Background: an optimization exercise with open tools, aiming at small area, a short achievable clock period and few clock cycles. Do not read the settings as production practice.
At most, simulation tests tie the RTL to the original design; equivalence was not proved.
Power and IR drop assume default switching activity.

==> module seq_core, before the edit <==
module seq_core(
    input              rst,    
    input              clk,
    output reg [(10)-1:0] pc,
    input  [(16)-1:0] instruction,
    output             read,
    output             write,
    output [(10)-1:0] address,
    input  [(32)-1:0] data_in,
    output [(32)-1:0] data_out,
    output             halted
);
integer k;
reg [31:0] rf [0:7];
reg [7:0]  rvalid;
reg        e_valid;
reg        e_pred;             
reg [9:0]  e_pc1;              
reg [7:0]  e_ir;
reg [2:0]  e_cc;
reg [31:0] A, B;
reg [7:0]  e_wen;              
reg        e_halt, e_load, e_store, e_jmp, e_jmpr, e_jc, e_jrc;
reg        e_sub, e_shl, e_shr, e_ashr, e_arith, e_loadc;
reg [3:0]  e_lut;
reg [3:0]  e_sa0, e_sa1;        
reg        e_sbig;              
reg        h_r;
wire [31:0] sum = A + (B ^ {32{e_sub}}) + {31'd0, e_sub};
reg  [31:0] lres;
always @(*) for (k = 0; k < 32; k = k + 1) lres[k] = e_lut[{A[k], B[k]}];
reg  [31:0] sh_in;
always @(*) for (k = 0; k < 32; k = k + 1) sh_in[k] = e_shl ? A[31-k] : A[k];
wire        sh_fill = e_ashr & A[31];
reg  [31:0] s1, s2, sh_r;
always @(*) begin
    for (k = 0; k < 32; k = k + 1) begin
        s1[k] = (e_sa0[0] & sh_in[k])
              | (e_sa0[1] & (k + 1 < 32 ? sh_in[(k + 1) % 32] : sh_fill))
              | (e_sa0[2] & (k + 2 < 32 ? sh_in[(k + 2) % 32] : sh_fill))
              | (e_sa0[3] & (k + 3 < 32 ? sh_in[(k + 3) % 32] : sh_fill));
    end
    for (k = 0; k < 32; k = k + 1) begin
        s2[k] = (e_sa1[0] & s1[k])
              | (e_sa1[1] & (k + 4  < 32 ? s1[(k + 4)  % 32] : sh_fill))
              | (e_sa1[2] & (k + 8  < 32 ? s1[(k + 8)  % 32] : sh_fill))
              | (e_sa1[3] & (k + 12 < 32 ? s1[(k + 12) % 32] : sh_fill));
    end
    for (k = 0; k < 32; k = k + 1)
        sh_r[k] = e_sbig ? sh_fill : e_ir[4] ? (k + 16 < 32 ? s2[(k + 16) % 32] : sh_fill) : s2[k];
end
reg  [31:0] sh_rev;
always @(*) for (k = 0; k < 32; k = k + 1) sh_rev[k] = sh_r[31-k];
wire [31:0] result = ({32{e_load}}  & data_in)
                   | ({32{e_loadc}} & {A[23:0], e_ir[7:0]})
                   | ({32{e_shr}}   & sh_r)
                   | ({32{e_shl}}   & sh_rev)
                   | lres
                   | ({32{e_arith}} & sum);
reg cond;
always @(*) begin
    case (e_cc)
        3'b000:  cond = A[31];
        3'b001:  cond = ~A[31];
        3'b010:  cond = (A == 32'd0);
        3'b011:  cond = (A != 32'd0);
        default: cond = 1'b0;
    endcase
end
wire       e_rel    = e_jmpr | e_jrc;
wire       taken    = e_jmp | e_jmpr | ((e_jc | e_jrc) & cond);
wire       redirect = e_valid & (taken ^ e_pred);
wire [9:0] e_pcrel  = e_pc1 + {4'd0, e_ir[5:0]} - 10'd1;
wire [9:0] r_tgt    = ~taken ? e_pc1 : e_rel ? e_pcrel : B[9:0];
wire       stop     = h_r | (e_valid & e_halt);
assign read     = e_valid & e_load;
assign write    = e_valid & e_store;
assign address  = e_load ? B[9:0] : A[9:0];
assign data_out = B;
assign halted   = stop;
wire [6:0] op      = instruction[15:9];
wire       i_load  = (op[6:2] == 5'b00111);
wire       i_loadc = (op[6:2] == 5'b01000);
wire       i_store = (op[6:2] == 5'b01001);
wire       i_alu   = (op >= 7'd1) && (op <= 7'd10);
wire       i_shift = (op >= 7'd11) && (op <= 7'd13);
wire       i_jmp   = (op[6:3] == 4'b0101);
wire       i_jc    = (op[6:3] == 4'b0111);
wire       i_shl   = (op == 7'd13);
wire       a_108 = (op[6:4] == 3'b010);
wire       a_53  = (op[6:4] == 3'b000) & (~op[3] | (~op[2] & ~(op[1] & op[0])));
wire       a_86  = ~a_108 & ~a_53;
wire [7:0] a1h   = ({8{a_108}} & (8'd1 << instruction[10:8]))
                 | ({8{a_53}}  & (8'd1 << instruction[5:3]))
                 | ({8{a_86}}  & (8'd1 << instruction[8:6]));
wire [2:0] didx = (i_alu | i_shift) ? instruction[8:6] : instruction[10:8];
wire       we   = i_alu | i_shift | i_load | i_loadc;
wire [7:0] b1h  = 8'd1 << instruction[2:0];
wire       abyp = (a_108 & e_wen[instruction[10:8]])
                | (a_53  & e_wen[instruction[5:3]])
                | (a_86  & e_wen[instruction[8:6]]);
wire       bbyp = e_wen[instruction[2:0]];
wire [7:0] rmask = rvalid & ~e_wen;
reg [31:0] ra, rf_b;
always @(*) begin
    ra   = {32{abyp}} & result;
    rf_b = 32'd0;
    for (k = 0; k < 8; k = k + 1) begin
        ra   = ra   | ({32{a1h[k] & rmask[k]}} & rf[k]);
        rf_b = rf_b | ({32{b1h[k] & rmask[k]}} & rf[k]);
    end
end
wire [31:0] rb = rf_b | ({32{bbyp}} & result);
wire [31:0] a_in = ra;
wire       f_pred = (i_jmp | (i_jc & instruction[9] & ~instruction[11])) & ~bbyp;
wire       go     = ~redirect & ~stop;
wire [9:0] pc_inc = pc + 10'd1;
always @(posedge clk) begin
    for (k = 0; k < 8; k = k + 1)
        if (e_wen[k]) rf[k] <= result;
end
always @(posedge clk) begin
    e_pc1   <= pc_inc;
    e_ir    <= instruction[7:0];
    e_cc    <= instruction[11:9];
    e_sa0   <= 4'd1 << instruction[1:0];
    e_sa1   <= 4'd1 << instruction[3:2];
    e_sbig  <= instruction[5];
    A       <= a_in;
    B       <= rb;
    e_pred  <= f_pred;
    e_halt  <= (op == 7'h7f);
    e_load  <= i_load;
    e_store <= i_store;
    e_jmp   <= i_jmp;
    e_jmpr  <= (op[6:3] == 4'b0110);
    e_jc    <= i_jc;
    e_jrc   <= (op[6:3] == 4'b1000);
    e_sub   <= (op == 7'd3) | (op == 7'd4);
    e_shl   <= i_shl;
    e_shr   <= (op == 7'd11) | (op == 7'd12);
    e_ashr  <= (op == 7'd12);
    e_arith <= (op >= 7'd1) && (op <= 7'd4);
    e_loadc <= i_loadc;
    case (op)
        7'd5:    e_lut <= 4'b1000;    
        7'd6:    e_lut <= 4'b1110;    
        7'd7:    e_lut <= 4'b0110;    
        7'd8:    e_lut <= 4'b0111;    
        7'd9:    e_lut <= 4'b0001;    
        7'd10:   e_lut <= 4'b1001;    
        default: e_lut <= 4'b0000;
    endcase
    if (1'b0 == rst) begin
        pc      <= 10'd0;
        rvalid  <= 8'd0;
        e_valid <= 1'b0;
        e_wen   <= 8'd0;
        h_r     <= 1'b0;
    end else begin
        rvalid  <= rvalid | e_wen;
        h_r     <= stop;
        e_valid <= go;
        e_wen   <= (go & we) ? (8'd1 << didx) : 8'd0;
        if (redirect)    pc <= r_tgt;
        else if (f_pred) pc <= rf_b[9:0];
        else             pc <= pc_inc;
    end
end
endmodule
export LEC_CHECK = 0
export CAP_MARGIN = 20
export CORE_MARGIN = 2
export CORE_UTILIZATION = 50
export PLACE_DENSITY = 0.65
export SETUP_SLACK_MARGIN = 5
export SLEW_MARGIN = 20
create_clock -name core_clock -period 8.5 [get_ports {clk}]
standard.sh (not shown) runs the stock make flow with config.mk's settings and CLKGATE_MAP_FILE= SYNTH_SCRIPT=/design/flow/synth_recipe.tcl, a recipe that flattens the netlist after the stock synthesis.
==> flow/flow/run.sh <==
#!/bin/bash
# The standard ORFS layout, with plain buffers on the ports instead of the
# default delay-cell buffers, and a clock tree of clkbuf_8 without dummy loads.
set -euo pipefail
bash standard.sh 'BUFFER_PORTS_ARGS=-buffer_cell sky130_fd_sc_hd__buf_2' \
  'CTS_ARGS=-sink_clustering_enable -repair_clock_nets -dont_use_dummy_load -buf_list sky130_fd_sc_hd__clkbuf_8' \
  finish > standard.log 2>&1
Change:
--- a/flow/design.v
+++ b/flow/design.v
@@ -100,20 +100,18 @@
 wire       abyp = (a_108 & e_wen[instruction[10:8]])
                 | (a_53  & e_wen[instruction[5:3]])
                 | (a_86  & e_wen[instruction[8:6]]);
 wire       bbyp = e_wen[instruction[2:0]];
-wire [7:0] rmask = rvalid & ~e_wen;
-reg [31:0] ra, rf_b;
+reg [31:0] ra, rb;
 always @(*) begin
-    ra   = {32{abyp}} & result;
-    rf_b = 32'd0;
+    ra = 32'd0;
+    rb = 32'd0;
     for (k = 0; k < 8; k = k + 1) begin
-        ra   = ra   | ({32{a1h[k] & rmask[k]}} & rf[k]);
-        rf_b = rf_b | ({32{b1h[k] & rmask[k]}} & rf[k]);
+        ra = ra | ({32{a1h[k] & rvalid[k]}} & rf[k]);
+        rb = rb | ({32{b1h[k] & rvalid[k]}} & rf[k]);
     end
 end
-wire [31:0] rb = rf_b | ({32{bbyp}} & result);
-wire [31:0] a_in = ra;
+wire [31:0] a_in = abyp ? result : ra;
 wire       f_pred = (i_jmp | (i_jc & instruction[9] & ~instruction[11])) & ~bbyp;
 wire       go     = ~redirect & ~stop;
 wire [9:0] pc_inc = pc + 10'd1;
 always @(posedge clk) begin
@@ -127,9 +125,9 @@
     e_sa0   <= 4'd1 << instruction[1:0];
     e_sa1   <= 4'd1 << instruction[3:2];
     e_sbig  <= instruction[5];
     A       <= a_in;
-    B       <= rb;
+    B       <= bbyp ? result : rb;
     e_pred  <= f_pred;
     e_halt  <= (op == 7'h7f);
     e_load  <= i_load;
     e_store <= i_store;
@@ -163,9 +161,9 @@
         h_r     <= stop;
         e_valid <= go;
         e_wen   <= (go & we) ? (8'd1 << didx) : 8'd0;
         if (redirect)    pc <= r_tgt;
-        else if (f_pred) pc <= rf_b[9:0];
+        else if (f_pred) pc <= rb[9:0];
         else             pc <= pc_inc;
     end
 end
 endmodule
Register-to-register slack loses 40 ps.
Setup slack gets worse by 45 ps.
Synthesized area grows by 0.42%.
Wire length rose by about 2.3%.
Power came out higher by 2.1%.
Cell area barely changes.
Combinational power came out higher by about 16%.
Core utilization fell by 0.23 points.
Clock power is about the same.
Non-clock buffer count falls by 15.
Die area went up by 0.42%.
Hold slack improves by 29 ps.
Via count stays flat.
No run of this note included a check of the RTL's function; only the layout flow was run.

* * *

The RTL this note starts from:
==> flow/design.v <==
`timescale 1ns / 1ps
module seq_core(
    input              rst,    
    input              clk,
    output reg [(10)-1:0] pc,
    input  [(16)-1:0] instruction,
    output             read,
    output             write,
    output [(10)-1:0] address,
    input  [(32)-1:0] data_in,
    output [(32)-1:0] data_out,
    output             halted
);
integer k;
reg [31:0] rf [0:7];
reg [7:0]  rvalid;
reg        e_valid;
reg        e_pred;             
reg [9:0]  e_pc1;              
reg [7:0]  e_ir;
reg [2:0]  e_cc;
reg [31:0] A, B;
reg [7:0]  e_wen;              
reg        e_halt, e_load, e_store, e_jmp, e_jmpr, e_jc, e_jrc;
reg        e_sub, e_shl, e_shr, e_ashr, e_arith, e_loadc;
reg [3:0]  e_lut;              
reg        h_r;
wire [31:0] sum = A + (B ^ {32{e_sub}}) + {31'd0, e_sub};
reg  [31:0] lres;
always @(*) for (k = 0; k < 32; k = k + 1) lres[k] = e_lut[{A[k], B[k]}];
reg  [31:0] sh_in;
always @(*) for (k = 0; k < 32; k = k + 1) sh_in[k] = e_shl ? A[31-k] : A[k];
wire        sh_fill = e_ashr & A[31];
wire [63:0] sh_ext  = {{32{sh_fill}}, sh_in};
wire [31:0] sh_r    = e_ir[5] ? {32{sh_fill}} : sh_ext[e_ir[4:0] +: 32];
reg  [31:0] sh_rev;
always @(*) for (k = 0; k < 32; k = k + 1) sh_rev[k] = sh_r[31-k];
wire [31:0] result = ({32{e_load}}  & data_in)
                   | ({32{e_loadc}} & {A[23:0], e_ir[7:0]})
                   | ({32{e_shr}}   & sh_r)
                   | ({32{e_shl}}   & sh_rev)
                   | lres
                   | ({32{e_arith}} & sum);
reg cond;
always @(*) begin
    case (e_cc)
        3'b000:  cond = A[31];
        3'b001:  cond = ~A[31];
        3'b010:  cond = (A == 32'd0);
        3'b011:  cond = (A != 32'd0);
        default: cond = 1'b0;
    endcase
end
wire       e_rel    = e_jmpr | e_jrc;
wire       taken    = e_jmp | e_jmpr | ((e_jc | e_jrc) & cond);
wire       redirect = e_valid & (taken ^ e_pred);
wire [9:0] e_pcrel  = e_pc1 + {4'd0, e_ir[5:0]} - 10'd1;
wire [9:0] r_tgt    = ~taken ? e_pc1 : e_rel ? e_pcrel : B[9:0];
wire       stop     = h_r | (e_valid & e_halt);
assign read     = e_valid & e_load;
assign write    = e_valid & e_store;
assign address  = A[9:0];
assign data_out = B;
assign halted   = stop;
wire [6:0] op      = instruction[15:9];
wire       i_load  = (op[6:2] == 5'b00111);
wire       i_loadc = (op[6:2] == 5'b01000);
wire       i_store = (op[6:2] == 5'b01001);
wire       i_alu   = (op >= 7'd1) && (op <= 7'd10);
wire       i_shift = (op >= 7'd11) && (op <= 7'd13);
wire       i_jmp   = (op[6:3] == 4'b0101);
wire       i_jc    = (op[6:3] == 4'b0111);
wire       i_shl   = (op == 7'd13);
wire       i_r86 = i_shift | (op[6:3] == 4'b0111) | (op[6:3] == 4'b1000);
wire [7:0] a1h   = ({8{i_load}}           & (8'd1 << instruction[2:0]))
                 | ({8{i_loadc | i_store}} & (8'd1 << instruction[10:8]))
                 | ({8{i_alu}}            & (8'd1 << instruction[5:3]))
                 | ({8{i_r86}}            & (8'd1 << instruction[8:6]));
wire [2:0] didx = (i_alu | i_shift) ? instruction[8:6] : instruction[10:8];
wire       we   = i_alu | i_shift | i_load | i_loadc;
wire [7:0] b1h  = 8'd1 << instruction[2:0];
wire       abyp = |(a1h & e_wen);
wire       bbyp = |(b1h & e_wen);
reg [31:0] ra, rb;
always @(*) begin
    ra = 32'd0;
    rb = 32'd0;
    for (k = 0; k < 8; k = k + 1) begin
        ra = ra | ({32{a1h[k] & rvalid[k]}} & rf[k]);
        rb = rb | ({32{b1h[k] & rvalid[k]}} & rf[k]);
    end
end
wire [31:0] a_in = abyp ? result : ra;
wire       f_pred = (i_jmp | (i_jc & instruction[9] & ~instruction[11])) & ~bbyp;
wire       go     = ~redirect & ~stop;
wire [9:0] pc_inc = pc + 10'd1;
always @(posedge clk) begin
    for (k = 0; k < 8; k = k + 1)
        if (e_wen[k]) rf[k] <= result;
end
always @(posedge clk) begin
    e_pc1   <= pc_inc;
    e_ir    <= instruction[7:0];
    e_cc    <= instruction[11:9];
    A       <= a_in;
    B       <= bbyp ? result : rb;
    e_pred  <= f_pred;
    e_halt  <= (op == 7'h7f);
    e_load  <= i_load;
    e_store <= i_store;
    e_jmp   <= i_jmp;
    e_jmpr  <= (op[6:3] == 4'b0110);
    e_jc    <= i_jc;
    e_jrc   <= (op[6:3] == 4'b1000);
    e_sub   <= (op == 7'd3) | (op == 7'd4);
    e_shl   <= i_shl;
    e_shr   <= (op == 7'd11) | (op == 7'd12);
    e_ashr  <= (op == 7'd12);
    e_arith <= (op >= 7'd1) && (op <= 7'd4);
    e_loadc <= i_loadc;
    case (op)
        7'd5:    e_lut <= 4'b1000;    
        7'd6:    e_lut <= 4'b1110;    
        7'd7:    e_lut <= 4'b0110;    
        7'd8:    e_lut <= 4'b0111;    
        7'd9:    e_lut <= 4'b0001;    
        7'd10:   e_lut <= 4'b1001;    
        default: e_lut <= 4'b0000;
    endcase
    if (1'b0 == rst) begin
        pc      <= 10'd0;
        rvalid  <= 8'd0;
        e_valid <= 1'b0;
        e_wen   <= 8'd0;
        h_r     <= 1'b0;
    end else begin
        rvalid  <= rvalid | e_wen;
        h_r     <= stop;
        e_valid <= go;
        e_wen   <= (go & we) ? (8'd1 << didx) : 8'd0;
        if (redirect)    pc <= r_tgt;
        else if (f_pred) pc <= rb[9:0];
        else             pc <= pc_inc;
    end
end
endmodule
clock: 8.5 ns
lec_check: 0
cap_margin: 20
core_margin: 2
core_utilization: 40
place_density: 0.6
setup_slack_margin: 5
slew_margin: 20
Scripts as last shown in full above: flow/flow/run.sh
Edit:
--- a/flow/design.v
+++ b/flow/design.v
@@ -59,7 +59,7 @@
 wire       stop     = h_r | (e_valid & e_halt);
 assign read     = e_valid & e_load;
 assign write    = e_valid & e_store;
-assign address  = A[9:0];
+assign address  = e_load ? B[9:0] : A[9:0];
 assign data_out = B;
 assign halted   = stop;
 wire [6:0] op      = instruction[15:9];
@@ -71,16 +71,19 @@
 wire       i_jmp   = (op[6:3] == 4'b0101);
 wire       i_jc    = (op[6:3] == 4'b0111);
 wire       i_shl   = (op == 7'd13);
-wire       i_r86 = i_shift | (op[6:3] == 4'b0111) | (op[6:3] == 4'b1000);
-wire [7:0] a1h   = ({8{i_load}}           & (8'd1 << instruction[2:0]))
-                 | ({8{i_loadc | i_store}} & (8'd1 << instruction[10:8]))
-                 | ({8{i_alu}}            & (8'd1 << instruction[5:3]))
-                 | ({8{i_r86}}            & (8'd1 << instruction[8:6]));
+wire       a_108 = (op[6:4] == 3'b010);
+wire       a_53  = (op[6:4] == 3'b000) & (~op[3] | (~op[2] & ~(op[1] & op[0])));
+wire       a_86  = ~a_108 & ~a_53;
+wire [7:0] a1h   = ({8{a_108}} & (8'd1 << instruction[10:8]))
+                 | ({8{a_53}}  & (8'd1 << instruction[5:3]))
+                 | ({8{a_86}}  & (8'd1 << instruction[8:6]));
 wire [2:0] didx = (i_alu | i_shift) ? instruction[8:6] : instruction[10:8];
 wire       we   = i_alu | i_shift | i_load | i_loadc;
 wire [7:0] b1h  = 8'd1 << instruction[2:0];
-wire       abyp = |(a1h & e_wen);
-wire       bbyp = |(b1h & e_wen);
+wire       abyp = (a_108 & e_wen[instruction[10:8]])
+                | (a_53  & e_wen[instruction[5:3]])
+                | (a_86  & e_wen[instruction[8:6]]);
+wire       bbyp = e_wen[instruction[2:0]];
 reg [31:0] ra, rb;
 always @(*) begin
     ra = 32'd0;
=>
- The changed run finished clean
- count of clock-buffer cells in the layout climbs by 1
- sequential share of layout area climbs by 1.4 points
- core utilization drops by 0.62 points
- worst hold slack improved by 0.017 ns
- worst setup slack improved by 0.017 ns
- via count drops by 2.9%
- die area drops by 1.9%
- non-clock buffer count drops by 38
- sequential power stays flat
- register-to-register slack got worse by 0.03 ns
- synthesized area drops by 1.9%
- critical path depth climbs by 1
- global-route usage drops by 1.5 points
- cell area drops by 3.4%
Testbench counts after the change, summed over its fixed seeds: cycles 19,978.
No functional check of the RTL was part of the first run of this note.

afterwards: timing with drivers on the ports:
No port has a modelled driver above. Below, the same layouts with a new extraction and two added sets of constraints.
Step 1: set_driving_cell puts a clkbuf_16 on clk and a buf_2 on each other input, an assumption about the parent block.
Step 2 times the ports against the registers' clock, not the clock port: input delays grow and output delays shrink by t, the midpoint of the rising clock arrivals with the driver on.
Three values: no drivers, after step 1, after step 2; two values: the first two.
run | t (ns) | setup WS [ns] | clock arrival spread, ns | cell pins on the clock port's net
the first run of note 1 | 0.685 | 5.002 / 4.974 / 4.356 | 0.082 / 0.083 | 1
the second run of note 1 | 0.694 | 4.958 / 4.958 / 4.338 | 0.063 / 0.063 | 1
the first run of note 2 | 0.699 | 4.941 / 4.951 / 4.252 | 0.116 / 0.116 | 1
the second run of note 2 | 0.701 | 4.959 / 4.959 / 4.342 | 0.075 / 0.075 | 1
After both steps setup and hold are still met in every run listed. The setup slack of the first run of note 2, which loses most, moves by +0.010 ns with the drivers and by -0.689 ns with both steps.
